Background: an optimization exercise with open tools, aiming at small area and a short achievable clock period. Do not read the settings as production practice.
The RTL was checked by simulation tests, not by an equivalence proof against the original design.

`design.v`:
```
`timescale 1ns / 1ps
module fa(
input a,b,c,
output s,cout
);
wire w1,w2,w3;
xor(s,a,b,c);
and(w1,a,b);
xor(w2,a,b);
and(w3,w2,c);
or(cout,w3,w1);
endmodule
module fabit4(a,b,cin,sum,cout);
input[3:0] a,b;
input cin;
output [3:0] sum;
output cout;
wire p0,p1,p2,p3,g0,g1,g2,g3,c1,c2,c3,c4;
assign p0=(a[0]^b[0]),
p1=(a[1]^b[1]),
p2=(a[2]^b[2]),
p3=(a[3]^b[3]);
assign g0=(a[0]&b[0]),
g1=(a[1]&b[1]),
g2=(a[2]&b[2]),
g3=(a[3]&b[3]);
assign c0=cin,
c1=g0|(p0&cin),
c2=g1|(p1&g0)|(p1&p0&cin),
c3=g2|(p2&g1)|(p2&p1&g0)|(p2&p1&p0&cin),
c4=g3|(p3&g2)|(p3&p2&g1)|(p3&p2&p1&g0)|(p3&p2&p1&p0&cin);
assign sum[0]=p0^c0,
sum[1]=p1^c1,
sum[2]=p2^c2,
sum[3]=p3^c3;
assign cout=c4;
endmodule
module bit4(
input [3:0] inp1,
input [3:0] inp2,
output [7:0] outp
);
wire w1,w2,w3,w4,w5,w6,w7,w8,w9,w10,w11,w12,w13,w14,w15;
wire d1,d2,d3,d4,d5,d6,d7,d8,d9,d10,d11,d12,d13,d14,d15,d16,d17,d18;
and a1(outp[0],inp1[0],inp2[0]);
and a2(w15,inp1[1],inp2[0]);
and(w14,inp1[2],inp2[0]);
and(w13,inp1[3],inp2[0]);
and(w12,inp1[0],inp2[1]);
and(w11,inp1[1],inp2[1]);
and(w10,inp1[2],inp2[1]);
and(w9,inp1[3],inp2[1]);
and(w8,inp1[0],inp2[2]);
and(w7,inp1[1],inp2[2]);
and(w6,inp1[2],inp2[2]);
and(w5,inp1[3],inp2[2]);
and(w4,inp1[0],inp2[3]);
and(w3,inp1[1],inp2[3]);
and(w2,inp1[2],inp2[3]);
and(w1,inp1[3],inp2[3]);
fa fa1(w15,w12,0,outp[1],d1);
fa fa2(w14,w11,d1,d2,d3);
fa fa3(d2,w8,0,outp[2],d4);
fa fa4(d3,d4,0,d5,d6);
fa fa5(d5,w13,w10,d7,d8);
fa fa6(d7,w7,w4,outp[3],d9);
fa fa7(d6,d8,d9,d10,d11);
fa fa8(w9,w6,w3,d12,d13);
fa fa9(d10,d12,0,outp[4],d15);
fa fa10(d15,d13,d11,d16,d17);
fa fa11(d16,w5,w2,outp[5],d18);
fa fa12(d17,d18,w1,outp[6],outp[7]);
endmodule
module fabit8(
input [7:0] inp1,
input [7:0] inp2,
input cin,
output [7:0] outp,
output cout
);
wire w1;
fabit4 fa1(inp1[3:0],inp2[3:0],cin,outp[3:0],w1);
fabit4 fa2(inp1[7:4],inp2[7:4],w1,outp[7:4],cout);
endmodule
module fabit16(
input [15:0] inp1,
input [15:0] inp2,
input cin,
output [15:0] outp,
output cout
);
wire w1;
fabit8 fa1(inp1[7:0],inp2[7:0],cin,outp[7:0],w1);
fabit8 fa2(inp1[15:8],inp2[15:8],w1,outp[15:8],cout);
endmodule
module fabit32(a,b,cin,sum,cout);
input[31:0] a,b;
input cin;
output [31:0] sum;
output cout;
wire p[31:0];
wire g[31:0];
wire c[32:0];
assign p[0]=(a[0]^b[0]),
p[1]=(a[1]^b[1]),
p[2]=(a[2]^b[2]),
p[3]=(a[3]^b[3]),
p[4]=(a[4]^b[4]),
p[5]=(a[5]^b[5]),
p[6]=(a[6]^b[6]),
p[7]=(a[7]^b[7]),
p[8]=(a[8]^b[8]),
p[9]=(a[9]^b[9]),
p[10]=(a[10]^b[10]),
p[11]=(a[11]^b[11]),
p[12]=(a[12]^b[12]),
p[13]=(a[13]^b[13]),
p[14]=(a[14]^b[14]),
p[15]=(a[15]^b[15]),
p[16]=(a[16]^b[16]),
p[17]=(a[17]^b[17]),
p[18]=(a[18]^b[18]),
p[19]=(a[19]^b[19]),
p[20]=(a[20]^b[20]),
p[21]=(a[21]^b[21]),
p[22]=(a[22]^b[22]),
p[23]=(a[23]^b[23]),
p[24]=(a[24]^b[24]),
p[25]=(a[25]^b[25]),
p[26]=(a[26]^b[26]),
p[27]=(a[27]^b[27]),
p[28]=(a[28]^b[28]),
p[29]=(a[29]^b[29]),
p[30]=(a[30]^b[30]),
p[31]=(a[31]^b[31]);
assign g[0]=(a[0]&b[0]),
g[1]=(a[1]&b[1]),
g[2]=(a[2]&b[2]),
g[3]=(a[3]&b[3]),
g[4]=(a[4]&b[4]),
g[5]=(a[5]&b[5]),
g[6]=(a[6]&b[6]),
g[7]=(a[7]&b[7]),
g[8]=(a[8]&b[8]),
g[9]=(a[9]&b[9]),
g[10]=(a[10]&b[10]),
g[11]=(a[11]&b[11]),
g[12]=(a[12]&b[12]),
g[13]=(a[13]&b[13]),
g[14]=(a[14]&b[14]),
g[15]=(a[15]&b[15]),
g[16]=(a[16]&b[16]),
g[17]=(a[17]&b[17]),
g[18]=(a[18]&b[18]),
g[19]=(a[19]&b[19]),
g[20]=(a[20]&b[20]),
g[21]=(a[21]&b[21]),
g[22]=(a[22]&b[22]),
g[23]=(a[23]&b[23]),
g[24]=(a[24]&b[24]),
g[25]=(a[25]&b[25]),
g[26]=(a[26]&b[26]),
g[27]=(a[27]&b[27]),
g[28]=(a[28]&b[28]),
g[29]=(a[29]&b[29]),
g[30]=(a[30]&b[30]),
g[31]=(a[31]&b[31]);
assign c[0]=cin,
c[1]=(g[0]|(p[0]&c[0])),
c[2]=(g[1]|(p[1]&(g[0]|(p[0]&c[0])))),
c[3]=(g[2]|(p[2]&(g[1]|(p[1]&(g[0]|(p[0]&c[0])))))),
c[4]=(g[3]|(p[3]&(g[2]|(p[2]&(g[1]|(p[1]&(g[0]|(p[0]&c[0])))))))),
c[5]=(g[4]|(p[4]&(g[3]|(p[3]&(g[2]|(p[2]&(g[1]|(p[1]&(g[0]|(p[0]&c[0])))))))))),
c[6]=(g[5]|(p[5]&(g[4]|(p[4]&(g[3]|(p[3]&(g[2]|(p[2]&(g[1]|(p[1]&(g[0]|(p[0]&c[0])))))))))))),
c[7]=(g[6]|(p[6]&(g[5]|(p[5]&(g[4]|(p[4]&(g[3]|(p[3]&(g[2]|(p[2]&(g[1]|(p[1]&(g[0]|(p[0]&c[0])))))))))))))),
c[8]=(g[7]|(p[7]&(g[6]|(p[6]&(g[5]|(p[5]&(g[4]|(p[4]&(g[3]|(p[3]&(g[2]|(p[2]&(g[1]|(p[1]&(g[0]|(p[0]&c[0])))))))))))))))),
c[9]=(g[8]|(p[8]&(g[7]|(p[7]&(g[6]|(p[6]&(g[5]|(p[5]&(g[4]|(p[4]&(g[3]|(p[3]&(g[2]|(p[2]&(g[1]|(p[1]&(g[0]|(p[0]&c[0])))))))))))))))))),
c[10]=(g[9]|(p[9]&(g[8]|(p[8]&(g[7]|(p[7]&(g[6]|(p[6]&(g[5]|(p[5]&(g[4]|(p[4]&(g[3]|(p[3]&(g[2]|(p[2]&(g[1]|(p[1]&(g[0]|(p[0]&c[0])))))))))))))))))))),
c[11]=(g[10]|(p[10]&(g[9]|(p[9]&(g[8]|(p[8]&(g[7]|(p[7]&(g[6]|(p[6]&(g[5]|(p[5]&(g[4]|(p[4]&(g[3]|(p[3]&(g[2]|(p[2]&(g[1]|(p[1]&(g[0]|(p[0]&c[0])))))))))))))))))))))),
c[12]=(g[11]|(p[11]&(g[10]|(p[10]&(g[9]|(p[9]&(g[8]|(p[8]&(g[7]|(p[7]&(g[6]|(p[6]&(g[5]|(p[5]&(g[4]|(p[4]&(g[3]|(p[3]&(g[2]|(p[2]&(g[1]|(p[1]&(g[0]|(p[0]&c[0])))))))))))))))))))))))),
c[13]=(g[12]|(p[12]&(g[11]|(p[11]&(g[10]|(p[10]&(g[9]|(p[9]&(g[8]|(p[8]&(g[7]|(p[7]&(g[6]|(p[6]&(g[5]|(p[5]&(g[4]|(p[4]&(g[3]|(p[3]&(g[2]|(p[2]&(g[1]|(p[1]&(g[0]|(p[0]&c[0])))))))))))))))))))))))))),
c[14]=(g[13]|(p[13]&(g[12]|(p[12]&(g[11]|(p[11]&(g[10]|(p[10]&(g[9]|(p[9]&(g[8]|(p[8]&(g[7]|(p[7]&(g[6]|(p[6]&(g[5]|(p[5]&(g[4]|(p[4]&(g[3]|(p[3]&(g[2]|(p[2]&(g[1]|(p[1]&(g[0]|(p[0]&c[0])))))))))))))))))))))))))))),
c[15]=(g[14]|(p[14]&(g[13]|(p[13]&(g[12]|(p[12]&(g[11]|(p[11]&(g[10]|(p[10]&(g[9]|(p[9]&(g[8]|(p[8]&(g[7]|(p[7]&(g[6]|(p[6]&(g[5]|(p[5]&(g[4]|(p[4]&(g[3]|(p[3]&(g[2]|(p[2]&(g[1]|(p[1]&(g[0]|(p[0]&c[0])))))))))))))))))))))))))))))),
c[16]=(g[15]|(p[15]&(g[14]|(p[14]&(g[13]|(p[13]&(g[12]|(p[12]&(g[11]|(p[11]&(g[10]|(p[10]&(g[9]|(p[9]&(g[8]|(p[8]&(g[7]|(p[7]&(g[6]|(p[6]&(g[5]|(p[5]&(g[4]|(p[4]&(g[3]|(p[3]&(g[2]|(p[2]&(g[1]|(p[1]&(g[0]|(p[0]&c[0])))))))))))))))))))))))))))))))),
c[17]=(g[16]|(p[16]&(g[15]|(p[15]&(g[14]|(p[14]&(g[13]|(p[13]&(g[12]|(p[12]&(g[11]|(p[11]&(g[10]|(p[10]&(g[9]|(p[9]&(g[8]|(p[8]&(g[7]|(p[7]&(g[6]|(p[6]&(g[5]|(p[5]&(g[4]|(p[4]&(g[3]|(p[3]&(g[2]|(p[2]&(g[1]|(p[1]&(g[0]|(p[0]&c[0])))))))))))))))))))))))))))))))))),
c[18]=(g[17]|(p[17]&(g[16]|(p[16]&(g[15]|(p[15]&(g[14]|(p[14]&(g[13]|(p[13]&(g[12]|(p[12]&(g[11]|(p[11]&(g[10]|(p[10]&(g[9]|(p[9]&(g[8]|(p[8]&(g[7]|(p[7]&(g[6]|(p[6]&(g[5]|(p[5]&(g[4]|(p[4]&(g[3]|(p[3]&(g[2]|(p[2]&(g[1]|(p[1]&(g[0]|(p[0]&c[0])))))))))))))))))))))))))))))))))))),
c[19]=(g[18]|(p[18]&(g[17]|(p[17]&(g[16]|(p[16]&(g[15]|(p[15]&(g[14]|(p[14]&(g[13]|(p[13]&(g[12]|(p[12]&(g[11]|(p[11]&(g[10]|(p[10]&(g[9]|(p[9]&(g[8]|(p[8]&(g[7]|(p[7]&(g[6]|(p[6]&(g[5]|(p[5]&(g[4]|(p[4]&(g[3]|(p[3]&(g[2]|(p[2]&(g[1]|(p[1]&(g[0]|(p[0]&c[0])))))))))))))))))))))))))))))))))))))),
c[20]=(g[19]|(p[19]&(g[18]|(p[18]&(g[17]|(p[17]&(g[16]|(p[16]&(g[15]|(p[15]&(g[14]|(p[14]&(g[13]|(p[13]&(g[12]|(p[12]&(g[11]|(p[11]&(g[10]|(p[10]&(g[9]|(p[9]&(g[8]|(p[8]&(g[7]|(p[7]&(g[6]|(p[6]&(g[5]|(p[5]&(g[4]|(p[4]&(g[3]|(p[3]&(g[2]|(p[2]&(g[1]|(p[1]&(g[0]|(p[0]&c[0])))))))))))))))))))))))))))))))))))))))),
c[21]=(g[20]|(p[20]&(g[19]|(p[19]&(g[18]|(p[18]&(g[17]|(p[17]&(g[16]|(p[16]&(g[15]|(p[15]&(g[14]|(p[14]&(g[13]|(p[13]&(g[12]|(p[12]&(g[11]|(p[11]&(g[10]|(p[10]&(g[9]|(p[9]&(g[8]|(p[8]&(g[7]|(p[7]&(g[6]|(p[6]&(g[5]|(p[5]&(g[4]|(p[4]&(g[3]|(p[3]&(g[2]|(p[2]&(g[1]|(p[1]&(g[0]|(p[0]&c[0])))))))))))))))))))))))))))))))))))))))))),
c[22]=(g[21]|(p[21]&(g[20]|(p[20]&(g[19]|(p[19]&(g[18]|(p[18]&(g[17]|(p[17]&(g[16]|(p[16]&(g[15]|(p[15]&(g[14]|(p[14]&(g[13]|(p[13]&(g[12]|(p[12]&(g[11]|(p[11]&(g[10]|(p[10]&(g[9]|(p[9]&(g[8]|(p[8]&(g[7]|(p[7]&(g[6]|(p[6]&(g[5]|(p[5]&(g[4]|(p[4]&(g[3]|(p[3]&(g[2]|(p[2]&(g[1]|(p[1]&(g[0]|(p[0]&c[0])))))))))))))))))))))))))))))))))))))))))))),
c[23]=(g[22]|(p[22]&(g[21]|(p[21]&(g[20]|(p[20]&(g[19]|(p[19]&(g[18]|(p[18]&(g[17]|(p[17]&(g[16]|(p[16]&(g[15]|(p[15]&(g[14]|(p[14]&(g[13]|(p[13]&(g[12]|(p[12]&(g[11]|(p[11]&(g[10]|(p[10]&(g[9]|(p[9]&(g[8]|(p[8]&(g[7]|(p[7]&(g[6]|(p[6]&(g[5]|(p[5]&(g[4]|(p[4]&(g[3]|(p[3]&(g[2]|(p[2]&(g[1]|(p[1]&(g[0]|(p[0]&c[0])))))))))))))))))))))))))))))))))))))))))))))),
c[24]=(g[23]|(p[23]&(g[22]|(p[22]&(g[21]|(p[21]&(g[20]|(p[20]&(g[19]|(p[19]&(g[18]|(p[18]&(g[17]|(p[17]&(g[16]|(p[16]&(g[15]|(p[15]&(g[14]|(p[14]&(g[13]|(p[13]&(g[12]|(p[12]&(g[11]|(p[11]&(g[10]|(p[10]&(g[9]|(p[9]&(g[8]|(p[8]&(g[7]|(p[7]&(g[6]|(p[6]&(g[5]|(p[5]&(g[4]|(p[4]&(g[3]|(p[3]&(g[2]|(p[2]&(g[1]|(p[1]&(g[0]|(p[0]&c[0])))))))))))))))))))))))))))))))))))))))))))))))),
c[25]=(g[24]|(p[24]&(g[23]|(p[23]&(g[22]|(p[22]&(g[21]|(p[21]&(g[20]|(p[20]&(g[19]|(p[19]&(g[18]|(p[18]&(g[17]|(p[17]&(g[16]|(p[16]&(g[15]|(p[15]&(g[14]|(p[14]&(g[13]|(p[13]&(g[12]|(p[12]&(g[11]|(p[11]&(g[10]|(p[10]&(g[9]|(p[9]&(g[8]|(p[8]&(g[7]|(p[7]&(g[6]|(p[6]&(g[5]|(p[5]&(g[4]|(p[4]&(g[3]|(p[3]&(g[2]|(p[2]&(g[1]|(p[1]&(g[0]|(p[0]&c[0])))))))))))))))))))))))))))))))))))))))))))))))))),
c[26]=(g[25]|(p[25]&(g[24]|(p[24]&(g[23]|(p[23]&(g[22]|(p[22]&(g[21]|(p[21]&(g[20]|(p[20]&(g[19]|(p[19]&(g[18]|(p[18]&(g[17]|(p[17]&(g[16]|(p[16]&(g[15]|(p[15]&(g[14]|(p[14]&(g[13]|(p[13]&(g[12]|(p[12]&(g[11]|(p[11]&(g[10]|(p[10]&(g[9]|(p[9]&(g[8]|(p[8]&(g[7]|(p[7]&(g[6]|(p[6]&(g[5]|(p[5]&(g[4]|(p[4]&(g[3]|(p[3]&(g[2]|(p[2]&(g[1]|(p[1]&(g[0]|(p[0]&c[0])))))))))))))))))))))))))))))))))))))))))))))))))))),
c[27]=(g[26]|(p[26]&(g[25]|(p[25]&(g[24]|(p[24]&(g[23]|(p[23]&(g[22]|(p[22]&(g[21]|(p[21]&(g[20]|(p[20]&(g[19]|(p[19]&(g[18]|(p[18]&(g[17]|(p[17]&(g[16]|(p[16]&(g[15]|(p[15]&(g[14]|(p[14]&(g[13]|(p[13]&(g[12]|(p[12]&(g[11]|(p[11]&(g[10]|(p[10]&(g[9]|(p[9]&(g[8]|(p[8]&(g[7]|(p[7]&(g[6]|(p[6]&(g[5]|(p[5]&(g[4]|(p[4]&(g[3]|(p[3]&(g[2]|(p[2]&(g[1]|(p[1]&(g[0]|(p[0]&c[0])))))))))))))))))))))))))))))))))))))))))))))))))))))),
c[28]=(g[27]|(p[27]&(g[26]|(p[26]&(g[25]|(p[25]&(g[24]|(p[24]&(g[23]|(p[23]&(g[22]|(p[22]&(g[21]|(p[21]&(g[20]|(p[20]&(g[19]|(p[19]&(g[18]|(p[18]&(g[17]|(p[17]&(g[16]|(p[16]&(g[15]|(p[15]&(g[14]|(p[14]&(g[13]|(p[13]&(g[12]|(p[12]&(g[11]|(p[11]&(g[10]|(p[10]&(g[9]|(p[9]&(g[8]|(p[8]&(g[7]|(p[7]&(g[6]|(p[6]&(g[5]|(p[5]&(g[4]|(p[4]&(g[3]|(p[3]&(g[2]|(p[2]&(g[1]|(p[1]&(g[0]|(p[0]&c[0])))))))))))))))))))))))))))))))))))))))))))))))))))))))),
c[29]=(g[28]|(p[28]&(g[27]|(p[27]&(g[26]|(p[26]&(g[25]|(p[25]&(g[24]|(p[24]&(g[23]|(p[23]&(g[22]|(p[22]&(g[21]|(p[21]&(g[20]|(p[20]&(g[19]|(p[19]&(g[18]|(p[18]&(g[17]|(p[17]&(g[16]|(p[16]&(g[15]|(p[15]&(g[14]|(p[14]&(g[13]|(p[13]&(g[12]|(p[12]&(g[11]|(p[11]&(g[10]|(p[10]&(g[9]|(p[9]&(g[8]|(p[8]&(g[7]|(p[7]&(g[6]|(p[6]&(g[5]|(p[5]&(g[4]|(p[4]&(g[3]|(p[3]&(g[2]|(p[2]&(g[1]|(p[1]&(g[0]|(p[0]&c[0])))))))))))))))))))))))))))))))))))))))))))))))))))))))))),
c[30]=(g[29]|(p[29]&(g[28]|(p[28]&(g[27]|(p[27]&(g[26]|(p[26]&(g[25]|(p[25]&(g[24]|(p[24]&(g[23]|(p[23]&(g[22]|(p[22]&(g[21]|(p[21]&(g[20]|(p[20]&(g[19]|(p[19]&(g[18]|(p[18]&(g[17]|(p[17]&(g[16]|(p[16]&(g[15]|(p[15]&(g[14]|(p[14]&(g[13]|(p[13]&(g[12]|(p[12]&(g[11]|(p[11]&(g[10]|(p[10]&(g[9]|(p[9]&(g[8]|(p[8]&(g[7]|(p[7]&(g[6]|(p[6]&(g[5]|(p[5]&(g[4]|(p[4]&(g[3]|(p[3]&(g[2]|(p[2]&(g[1]|(p[1]&(g[0]|(p[0]&c[0])))))))))))))))))))))))))))))))))))))))))))))))))))))))))))),
c[31]=(g[30]|(p[30]&(g[29]|(p[29]&(g[28]|(p[28]&(g[27]|(p[27]&(g[26]|(p[26]&(g[25]|(p[25]&(g[24]|(p[24]&(g[23]|(p[23]&(g[22]|(p[22]&(g[21]|(p[21]&(g[20]|(p[20]&(g[19]|(p[19]&(g[18]|(p[18]&(g[17]|(p[17]&(g[16]|(p[16]&(g[15]|(p[15]&(g[14]|(p[14]&(g[13]|(p[13]&(g[12]|(p[12]&(g[11]|(p[11]&(g[10]|(p[10]&(g[9]|(p[9]&(g[8]|(p[8]&(g[7]|(p[7]&(g[6]|(p[6]&(g[5]|(p[5]&(g[4]|(p[4]&(g[3]|(p[3]&(g[2]|(p[2]&(g[1]|(p[1]&(g[0]|(p[0]&c[0])))))))))))))))))))))))))))))))))))))))))))))))))))))))))))))),
c[32]=(g[31]|(p[31]&(g[30]|(p[30]&(g[29]|(p[29]&(g[28]|(p[28]&(g[27]|(p[27]&(g[26]|(p[26]&(g[25]|(p[25]&(g[24]|(p[24]&(g[23]|(p[23]&(g[22]|(p[22]&(g[21]|(p[21]&(g[20]|(p[20]&(g[19]|(p[19]&(g[18]|(p[18]&(g[17]|(p[17]&(g[16]|(p[16]&(g[15]|(p[15]&(g[14]|(p[14]&(g[13]|(p[13]&(g[12]|(p[12]&(g[11]|(p[11]&(g[10]|(p[10]&(g[9]|(p[9]&(g[8]|(p[8]&(g[7]|(p[7]&(g[6]|(p[6]&(g[5]|(p[5]&(g[4]|(p[4]&(g[3]|(p[3]&(g[2]|(p[2]&(g[1]|(p[1]&(g[0]|(p[0]&c[0]))))))))))))))))))))))))))))))))))))))))))))))))))))))))))))))));
assign cout = c[32];
assign sum[0]=(p[0]^c[0]),
sum[1]=(p[1]^c[1]),
sum[2]=(p[2]^c[2]),
sum[3]=(p[3]^c[3]),
sum[4]=(p[4]^c[4]),
sum[5]=(p[5]^c[5]),
sum[6]=(p[6]^c[6]),
sum[7]=(p[7]^c[7]),
sum[8]=(p[8]^c[8]),
sum[9]=(p[9]^c[9]),
sum[10]=(p[10]^c[10]),
sum[11]=(p[11]^c[11]),
sum[12]=(p[12]^c[12]),
sum[13]=(p[13]^c[13]),
sum[14]=(p[14]^c[14]),
sum[15]=(p[15]^c[15]),
sum[16]=(p[16]^c[16]),
sum[17]=(p[17]^c[17]),
sum[18]=(p[18]^c[18]),
sum[19]=(p[19]^c[19]),
sum[20]=(p[20]^c[20]),
sum[21]=(p[21]^c[21]),
sum[22]=(p[22]^c[22]),
sum[23]=(p[23]^c[23]),
sum[24]=(p[24]^c[24]),
sum[25]=(p[25]^c[25]),
sum[26]=(p[26]^c[26]),
sum[27]=(p[27]^c[27]),
sum[28]=(p[28]^c[28]),
sum[29]=(p[29]^c[29]),
sum[30]=(p[30]^c[30]),
sum[31]=(p[31]^c[31]);
endmodule
module fabit64(
input [63:0] inp1,
input [63:0] inp2,
input cin,
output [63:0] outp,
output cout
);
wire w1;
fabit32 fa1(inp1[31:0],inp2[31:0],cin,outp[31:0],w1);
fabit32 fa2(inp1[63:32],inp2[63:32],w1,outp[63:32],cout);
endmodule
module fabit128(
input [127:0] inp1,
input [127:0] inp2,
input cin,
output [127:0] outp,
output cout
);
wire w1;
fabit64 fa1(inp1[63:0],inp2[63:0],cin,outp[63:0],w1);
fabit64 fa2(inp1[127:64],inp2[127:64],w1,outp[127:64],cout);
endmodule
module bit8(
input [7:0] inp1,
input [7:0] inp2,
output [15:0] outp
);
wire [7:0] w1;
wire [7:0] w2;
wire [7:0] w3;
wire [7:0] w4;
wire [7:0] w5;
wire [7:0] w6;
wire [7:0] w7;
wire w8,w9,w10,w11,w12;
bit4 mul1(inp1[3:0],inp2[3:0],w1);
bit4 mul2(inp1[3:0],inp2[7:4],w2);
bit4 mul3(inp1[7:4],inp2[3:0],w3);
bit4 mul4(inp1[7:4],inp2[7:4],w4);
assign outp[3:0] = w1[3:0];
fabit8 fa1(w3[7:0],w2[7:0],0,w5[7:0],w8);
fabit8 fa2(w5[7:0],{w4[3:0],w1[7:4]},0,outp[11:4],w9);
fa fa3(w8,w9,0,w10,w11);
wire [3:0] w13 = {2'b0,w11,w10};
fabit4 fa4(w4[7:4],w13,0,outp[15:12],w12);
endmodule
module bit16(
input [15:0] inp1,
input [15:0] inp2,
output [31:0] outp
);
wire [15:0] w1;
wire [15:0] w2;
wire [15:0] w3;
wire [15:0] w4;
wire [15:0] w5;
wire [15:0] w6;
wire [15:0] w7;
wire w8,w9,w10,w11,w12;
bit8 mul1(inp1[7:0],inp2[7:0],w1);
bit8 mul2(inp1[7:0],inp2[15:8],w2);
bit8 mul3(inp1[15:8],inp2[7:0],w3);
bit8 mul4(inp1[15:8],inp2[15:8],w4);
assign outp[7:0] = w1[7:0];
fabit16 fa1(w3[15:0],w2[15:0],0,w5[15:0],w8);
fabit16 fa2(w5[15:0],{w4[7:0],w1[15:8]},0,outp[23:8],w9);
fa fa3(w8,w9,0,w10,w11);
wire [7:0] w13 = {6'b0,w11,w10};
fabit16 fa4(w4[15:8],w13,0,outp[31:24],w12);
endmodule
module bit32(
input [31:0] inp1,
input [31:0] inp2,
output [63:0] outp
);
wire [31:0] w1;
wire [31:0] w2;
wire [31:0] w3;
wire [31:0] w4;
wire [31:0] w5;
wire [31:0] w6;
wire [31:0] w7;
wire w8,w9,w10,w11,w12;
bit16 mul1(inp1[15:0],inp2[15:0],w1);
bit16 mul2(inp1[15:0],inp2[31:16],w2);
bit16 mul3(inp1[31:16],inp2[15:0],w3);
bit16 mul4(inp1[31:16],inp2[31:16],w4);
assign outp[15:0] = w1[15:0];
fabit32 fa1(w3[31:0],w2[31:0],0,w5[31:0],w8);
fabit32 fa2(w5[31:0],{w4[15:0],w1[31:16]},0,outp[47:16],w9);
fa fa3(w8,w9,0,w10,w11);
wire [15:0] w13 = {14'b0,w11,w10};
fabit32 fa4(w4[31:16],w13,0,outp[63:48],w12);
endmodule
module bit64(
input [63:0] inp1,
input [63:0] inp2,
output [127:0] outp
);
wire [63:0] w1;
wire [63:0] w2;
wire [63:0] w3;
wire [63:0] w4;
wire [63:0] w5;
wire [63:0] w6;
wire [63:0] w7;
wire w8,w9,w10,w11,w12;
bit32 mul1(inp1[31:0],inp2[31:0],w1);
bit32 mul2(inp1[31:0],inp2[63:32],w2);
bit32 mul3(inp1[63:32],inp2[31:0],w3);
bit32 mul4(inp1[63:32],inp2[63:32],w4);
assign outp[31:0] = w1[31:0];
fabit64 fa1(w3[63:0],w2[63:0],0,w5[63:0],w8);
fabit64 fa2(w5[63:0],{w4[31:0],w1[63:32]},0,outp[95:32],w9);
fa fa3(w8,w9,0,w10,w11);
wire [31:0] w13 = {30'b0,w11,w10};
fabit64 fa4(w4[63:32],w13,0,outp[127:96],w12);
endmodule
module bit128(
input [127:0] inp1,
input [127:0] inp2,
output [255:0] outp
);
wire [127:0] w1;
wire [127:0] w2;
wire [127:0] w3;
wire [127:0] w4;
wire [127:0] w5;
wire [127:0] w6;
wire [127:0] w7;
wire w8,w9,w10,w11,w12;
bit64 mul1(inp1[63:0],inp2[63:0],w1);
bit64 mul2(inp1[63:0],inp2[127:64],w2);
bit64 mul3(inp1[127:64],inp2[63:0],w3);
bit64 mul4(inp1[127:64],inp2[127:64],w4);
assign outp[63:0] = w1[63:0];
fabit128 fa1(w3[127:0],w2[127:0],0,w5[127:0],w8);
fabit128 fa2(w5[127:0],{w4[63:0],w1[127:64]},0,outp[191:64],w9);
fa fa3(w8,w9,0,w10,w11);
wire [63:0] w13 = {62'b0,w11,w10};
fabit128 fa4(w4[127:64],w13,0,outp[255:192],w12);
endmodule
module mul64(clk, a, b, p);
input clk;
input [63:0] a;
input [63:0] b;
output reg [127:0] p;
reg [63:0] a_q;
reg [63:0] b_q;
wire [127:0] prod;
bit64 u_mul(.inp1(a_q), .inp2(b_q), .outp(prod));
always @(posedge clk) begin
    a_q <= a;
    b_q <= b;
    p <= prod;
end
endmodule
```
`run.sh`:
```
#!/bin/bash
# synth_recipe.tcl (not shown) runs the flow's synth.tcl, then flattens the netlist and writes it again
# the make line also repeats each setting of config.mk as NAME=value (left out here)
make -C /OpenROAD-flow-scripts/flow DESIGN_CONFIG=/design/flow/config.mk WORK_HOME=/design/flow/orfs CLKGATE_MAP_FILE= SYNTH_SCRIPT=/design/flow/synth_recipe.tcl finish
```
`config.mk`:
```
export PLATFORM = sky130hd
export DESIGN_NAME = mul64
export DESIGN_NICKNAME = mul64
export VERILOG_FILES = /design/flow/design.v
export SDC_FILE = /design/flow/constraint.sdc
export NUM_CORES = 8
export LEC_CHECK = 0
export CAP_MARGIN = 40
export CORE_MARGIN = 2
export CORE_UTILIZATION = 40
export SLEW_MARGIN = 40
```
`constraint.sdc`:
```
create_clock -name core_clock -period 52.0 [get_ports {clk}]
set_input_delay 10.4000 -clock core_clock [delete_from_list [all_inputs] [get_ports {clk}]]
set_output_delay 10.4000 -clock core_clock [all_outputs]
set_load 0.01 [all_outputs]
```
==> run summary <==
status=no timing/DRC/antenna violations; layout cell share with drive strength beyond 1=0.0300; Setup Skew=0.0695 ns; worst-margin pin slew=0.904 ns; maximum clock insertion buffer count=3; PostCTS Resize Cnt=0; Worst path most repeated cell=fa_1; worst setup path startpoint=b_q[1]$_DFF_P_; Final ANT Viol Nets=0; GRT Total Usage=0.240; PnR worst setup slack=3.97 ns; Critical Path End Type=register; post-synthesis share of cell area spent on xor and xnor gates=0.0619; H-tree depth=2; first-pass GRT wire length=748 mm; EDFF count, synth=0; # clock sinks=256; Final HPWL DP=389 mm; clock-pin slew on the worst setup and hold paths=0.07 ns; largest net degree at the start of global routing=65; final hold viol count=0; io pins=257; DP Cell Count=23.3k; DIE AREA=411000 um^2; Initial Utilization=0.402; Starting DRT DRC Count=6215; nets@finish=23.9k; register area share after synthesis=0.0316; DRC viols=0; postcts setup bufs=0; Critical Path Fanout Max=55; reg2reg setup slack=3.97 ns; Core Footprint=403000 um^2; DRT Wirelength=482 mm; row count=233; Worst R2R Start=b_q[1]$_DFF_P_; Worst Setup EP=p[127]$_DFF_P_; Gate Count Post-Synth=18.3k; Synth Flop Type=dfxtp_1; initial antenna violation count=61; CP max stage delay=0.65 ns; Simple-Gate Fraction of Synth Area=0.151; Pre-Repair DR Iteration Count=6; cts bufs inserted=46; Fmax achieved=0.0208 GHz; Slew HR=0.393; Final TNS setup=0 ns; fin cells=23.4k; die width=641 um; Post-CTS Hold Buffers=0; R2R depth=155; fin. max-slew vios=0; vias=119k; CTS tree=yes; Final Setup Violations=0; later-pin clock latency in the skew report=0.78 ns; WP data required=52.67 ns; Mapped Nets=24.2k; Crit path arrival time=48.70 ns; Root Buffer=clkbuf_16; global route overflow=0; Mapped Avg Cell Area=8.88 um^2; vias in the first global route=124k; minimum clock period=48.03 ns; RSZ-0062 raised after global routing=no; Yosys cell types=74; Post-Syn Area=162000 um^2; mux contribution to synthesized area=0.00166; largest family of logic cells by synthesized area=adder cells; DR vias/cell=5.07; Setup crit start kind=register; CP max stage cell=buf_4; synthesized-area fraction occupied by adder cells=0.582; die height=641 um; FF+latch count, synth=256; MaxCap Viol Count=0; kind of critical path=reg -> reg; Async SR Flop Fraction=0; global placer's final weighted congestion=0.905; Ys Warns=32; port bufs=256; Hold WC Path Type=reg -> reg; DR WL/cell=20.6 um; Synth Area in Compound Gates=0.0679; Layout area overhead=6.11%; FF-to-FF End=p[127]$_DFF_P_; pre-CTS setup slack=3.63 ns; final period utilization=0.924
cells in the final DEF (no fill, tap or decap), types with 20 or more instances in the layout:
master	Yosys	final
and3_1	21	21
xnor2_1	503	500
or2_2	20	20
dfxtp_2	0	114
nor2_1	223	223
clkdlybuf4s50_1	0	256
o21a_1	23	23
o21ai_0	255	255
dfxtp_1	256	128
fa_1	2891	2891
clkbuf_16	0	47
a31oi_1	53	53
inv_1	3602	3602
a21o_1	523	523
ha_1	2917	2917
a211oi_1	55	55
nand2_1	2070	2070
a21oi_1	532	532
nor3_1	41	41
xor2_1	645	645
buf_4	0	251
o21bai_1	125	125
diode_2	0	45
nand3_1	28	28
nand2b_1	59	59
nor2b_1	28	28
and2_1	2291	2291
layer usage:
layer | GRT usage | share of wire | vias up | routed length (um)
met5 | 0 | 0.00018 | - | 86
met3 | 0.0231 | 0.050 | 508 | 24000
li1 | - | - | 55100 | -
met1 | 0.317 | 0.43 | 60400 | 209000
met2 | 0.408 | 0.47 | 2627 | 228000
met4 | 0.0886 | 0.044 | 12 | 21400
stage by stage:
step / area, um^2 / utilization / hold slack (ns)
finish: 172000 / 0.427 / 0.638
global route: 172000 / 0.427 / 0.674
CTS: 172000 / 0.427 / 0.635
detailed placement: 171000 / 0.423 / 0.610
global placement: 171000 / 0.423 / 0.596
floorplan: 162000 / - / 0.783
cells in the mapped netlist (12+ instances only):
master	instances	area share
inv_1	3602	0.083
ha_1	2917	0.22
fa_1	2891	0.36
and2_1	2291	0.088
nand2_1	2070	0.048
clkbuf_1	896	0.021
xor2_1	645	0.035
a21oi_1	532	0.016
a21o_1	523	0.024
xnor2_1	503	0.027
dfxtp_1	256	0.032
o21ai_0	255	0.0079
nor2_1	223	0.0052
o21bai_1	125	0.0058
nand2b_1	59	0.0023
a211oi_1	55	0.0025
a31oi_1	53	0.0020
nor3_1	41	0.0013
nand3_1	28	0.00086
nor2b_1	28	0.0011
o21a_1	23	0.0011
and3_1	21	0.00081
or2_2	20	0.00077
mux2i_1	18	0.0011
nand4_1	16	0.00062
a31o_2	12	0.00065
flip-flops by register name (all words and copies together), names as in the netlist:
name / flops
a_q: 64
b_q: 64
p: 128
critical path: cells and delay by family (launching register included):
| family | cells | cell delay, ns |
|---|---|---|
| adders and majority gates | 131 | 44.22 |
| buffers and inverters | 10 | 1.22 |
| AOI/OAI and AO/OA | 5 | 0.69 |
| xor gates and xnor gates | 5 | 0.76 |
| and+or+nand+nor | 4 | 0.55 |
| DFF | 1 | 0.48 |
how the worst min path moves through the flow:
| stage | slack [ns] | depth (start not counted) | endpoint | startpoint |
|---|---|---|---|---|
| 3_5_place_dp | 0.61 | 2 | p[1]$_DFF_P_ | a_q[0]$_DFF_P_ |
| 3_3_place_gp | 0.60 | 2 | p[1]$_DFF_P_ | a_q[0]$_DFF_P_ |
| 5_1_grt | 0.67 | 2 | p[1]$_DFF_P_ | a_q[0]$_DFF_P_ |
| 6_report | 0.64 | 2 | p[1]$_DFF_P_ | a_q[0]$_DFF_P_ |
| 2_1_floorplan | 0.78 | 3 | p[0]$_DFF_P_ | a_q[0]$_DFF_P_ |
| 4_1_cts | 0.64 | 2 | p[1]$_DFF_P_ | a_q[0]$_DFF_P_ |
cell type report:
class | instances | area [um^2]
Inverter | 3602 | 13500
Antenna cell | 45 | 113
Clock inverter | 30 | 365
Multi-Input combinational cell | 13500 | 140000
Clock buffer | 55 | 1240
Sequential cell | 256 | 5320
Fill cell | 40300 | 231000
Tap cell | 5405 | 6760
Timing Repair Buffer | 514 | 4580
logic make-up after synthesis:
kind of cell / Yosys count
and+or+nand+nor: 4839
buffers and inverters: 4498
xor gates and xnor gates: 1148
adders and majority gates: 5811
DFF: 256
muxes: 25
AOI/OAI and AO/OA: 1701

## afterwards: timing with drivers on the ports
Ports are ideal in the flow. The routed layout listed here was re-timed in OpenROAD.
Step 1 sets driving cells, clkbuf_16 on the clock port and buf_2 on the other inputs (assumed; they add their load-dependent delay and slew).
Step 2 times the ports against the registers' clock, not the clock port: input delays grow and output delays shrink by t, the midpoint of the rising clock arrivals with the driver on.
Three values: ideal ports, drivers, drivers and shift; two values: the first two.
shift t [ns]: 0.865
slack for setup (ns): 3.971 / 3.971 / 3.971
worst hold slack (ns): 0.638 / 0.638 / 0.638
cell pins on the clock port's net: 1
After both steps this run still meets setup and hold. For this run, drivers alone change the setup slack by 0.000 ns; drivers and shift together by 0.000 ns.
